Source: an optimization exercise on an open RTL-to-GDS flow (aim: small area and a short achievable clock period). Production flows keep margins and buffers that such runs may drop. At most, simulation tests tie the RTL to the original design; equivalence was not proved.

Setup of lane 5:
==> module fifo_75x32, before the edit <==
module fifo_75x32 (
  input  wire        clk,
  input  wire        srst,
  input  wire [73:0] din,
  input  wire        wr_en,
  input  wire        wr_en_next,    
  input  wire        rd_en,
  output wire [73:0] rdata,
  output reg         rvalid,
  output reg         rfirst,
  output reg         rlast,
  output reg         full,
  output reg         empty
);
reg [4:0]  wptr;    
reg [31:0] rsel;    
reg [5:0]  count;
reg [31:0] we;      
wire do_wr = wr_en & ~full;
wire do_rd = rd_en & ~empty;
wire [31:0] rnext = {rsel[30:0], rsel[31]};    
reg [73:0] mem [0:31];
genvar g;
generate
  for (g = 0; g < 32; g = g + 1) begin : row
    always @(posedge clk)
      if (we[g])
        mem[g] <= din;
  end
endgenerate
reg [73:0] rd_or;
integer i;
always @(*) begin
  rd_or = 74'd0;
  for (i = 0; i < 32; i = i + 1)
    rd_or = rd_or | (mem[i] & {74{rnext[i]}});
end
reg [72:0] rd_q;
always @(posedge clk)
  rd_q <= rd_or[72:0];
assign rdata = {1'b0, rd_q};
wire nf = rd_or[73];
wire nl = rd_or[64];
wire [4:0]  wptr_nx = wptr + {4'd0, do_wr};
wire        full_nx = full ? ~do_rd : (count == 6'd31) & do_wr & ~do_rd;
always @(posedge clk) begin
  if (srst)
    we <= 32'd0;
  else
    we <= {31'd0, wr_en_next & ~full_nx} << wptr_nx;
end
always @(posedge clk) begin
  if (srst) begin
    wptr   <= 5'd0;
    rsel   <= 32'h80000000;
    count  <= 6'd0;
    full   <= 1'b0;
    empty  <= 1'b1;
    rvalid <= 1'b0;
    rfirst <= 1'b0;
    rlast  <= 1'b0;
  end
  else begin
    rvalid <= do_rd;
    rfirst <= do_rd & nf;
    rlast  <= do_rd & nl;
    wptr <= wptr_nx;
    if (do_rd)
      rsel <= rnext;
    case ({do_wr, do_rd})
      2'b10: begin
        count <= count + 6'd1;
        full  <= (count == 6'd31);
        empty <= 1'b0;
      end
      2'b01: begin
        count <= count - 6'd1;
        full  <= 1'b0;
        empty <= (count == 6'd1);
      end
      default: ;
    endcase
  end
end
endmodule
clock: 5.0 ns
lec_check: 0
cap_margin: 20
cell_pad_in_sites_detail_placement: 2
cell_pad_in_sites_global_placement: 2
core_margin: 2
core_utilization: 35
cts_cluster_diameter: 80
cts_cluster_size: 30
place_density: 0.4
setup_slack_margin: 2.8
slew_margin: 20
run.sh (not shown) runs the stock make flow with config.mk's settings and CLKGATE_MAP_FILE= SYNTH_SCRIPT=/design/flow/synth_recipe.tcl, a recipe that flattens the netlist after the stock synthesis.
Having completed the whole flow, lane 5 delivered a layout that passed the timing, design-rule and antenna checks.
Modified inputs, lane 3 compared to lane 5
-- flow/design.v --
<<< lane 5, line 14
  output reg         empty
);
reg [4:0]  wptr;    
reg [31:0] rsel;    
reg [5:0]  count;
>>> lane 3, line 14
  output reg         empty
);
reg [31:0] wsel;    
reg [31:0] rsel;    
reg [5:0]  count;
<<< lane 5, line 31
endgenerate
reg [73:0] rd_or;
integer i;
always @(*) begin
  rd_or = 74'd0;
  for (i = 0; i < 32; i = i + 1)
    rd_or = rd_or | (mem[i] & {74{rnext[i]}});
end
reg [72:0] rd_q;
always @(posedge clk)
  rd_q <= rd_or[72:0];
assign rdata = {1'b0, rd_q};
wire nf = rd_or[73];
wire nl = rd_or[64];
wire [4:0]  wptr_nx = wptr + {4'd0, do_wr};
wire        full_nx = full ? ~do_rd : (count == 6'd31) & do_wr & ~do_rd;
always @(posedge clk) begin
>>> lane 3, line 31
endgenerate
reg [73:0] rd_or;
reg        nf, nl;
integer i;
always @(*) begin
  rd_or = 74'd0;
  nf = 1'b0;
  nl = 1'b0;
  for (i = 0; i < 32; i = i + 1) begin
    rd_or = rd_or | (mem[i] & {74{rsel[i]}});
    nf = nf | (mem[i][73] & rnext[i]);
    nl = nl | (mem[i][64] & rnext[i]);
  end
end
assign rdata = rd_or;
wire [31:0] wsel_nx = do_wr ? {wsel[30:0], wsel[31]} : wsel;
wire        full_nx = full ? ~do_rd : (count == 6'd31) & do_wr & ~do_rd;
always @(posedge clk) begin
<<< lane 5, line 49
    we <= 32'd0;
  else
    we <= {31'd0, wr_en_next & ~full_nx} << wptr_nx;
end
always @(posedge clk) begin
  if (srst) begin
    wptr   <= 5'd0;
    rsel   <= 32'h80000000;
    count  <= 6'd0;
>>> lane 3, line 50
    we <= 32'd0;
  else
    we <= {32{wr_en_next & ~full_nx}} & wsel_nx;
end
always @(posedge clk) begin
  if (srst) begin
    wsel   <= 32'd1;
    rsel   <= 32'h80000000;
    count  <= 6'd0;
<<< lane 5, line 66
    rfirst <= do_rd & nf;
    rlast  <= do_rd & nl;
    wptr <= wptr_nx;
    if (do_rd)
      rsel <= rnext;
>>> lane 3, line 67
    rfirst <= do_rd & nf;
    rlast  <= do_rd & nl;
    if (do_wr)
      wsel <= {wsel[30:0], wsel[31]};
    if (do_rd)
      rsel <= rnext;
### Flow results
Least setup slack across all paths after layout on lane 3 is ahead of lane 5.
Taking lane 5 as the reference, in lane 3 complex-gate fraction of the synthesized area increased by 0.90 points relative to the old numbers; synthesized netlist net count decreased by 32 relative to the old numbers; final design utilization increased by 0.39 points relative to the old numbers; filler cell count decreased by 215 relative to the old numbers; routed wire length decreased by 12000 um relative to the old numbers.
Only the layout flow was run in lane 5; the RTL was not checked for function there.

-- afterwards: timing with drivers on the ports --
In the flow no input, the clock included, has a driving cell. The finished layouts below were timed again as built, in two steps. Step 1: set_driving_cell puts a clkbuf_16 on log_clk and a buf_2 on each other input, an assumption about the parent block. Step 2 times the ports against the registers' clock, not the clock port: input delays grow and output delays shrink by t, the midpoint of the rising clock arrivals with the driver on. Slacks: no drivers / after step 1 / after step 2; pairs: no drivers / after step 1.
| run | t (ns) | slack for setup (ns) | hold slack, ns | clock arrival spread, ns | worst data-port slew with drivers (ns) |
|---|---|---|---|---|---|
| lane 5 | 0.931 | 2.618 / 2.519 / 2.157 | 0.396 / 0.323 / 0.461 | 0.064 / 0.065 | 0.08 |
| lane 3 | 0.920 | 2.635 / 2.539 / 2.138 | 0.380 / 0.307 / 0.462 | 0.050 / 0.050 | 0.09 |
After both steps every run listed still meets setup and hold. The setup slack of lane 3, which loses most, moves by -0.096 ns with the drivers and by -0.497 ns with both steps.
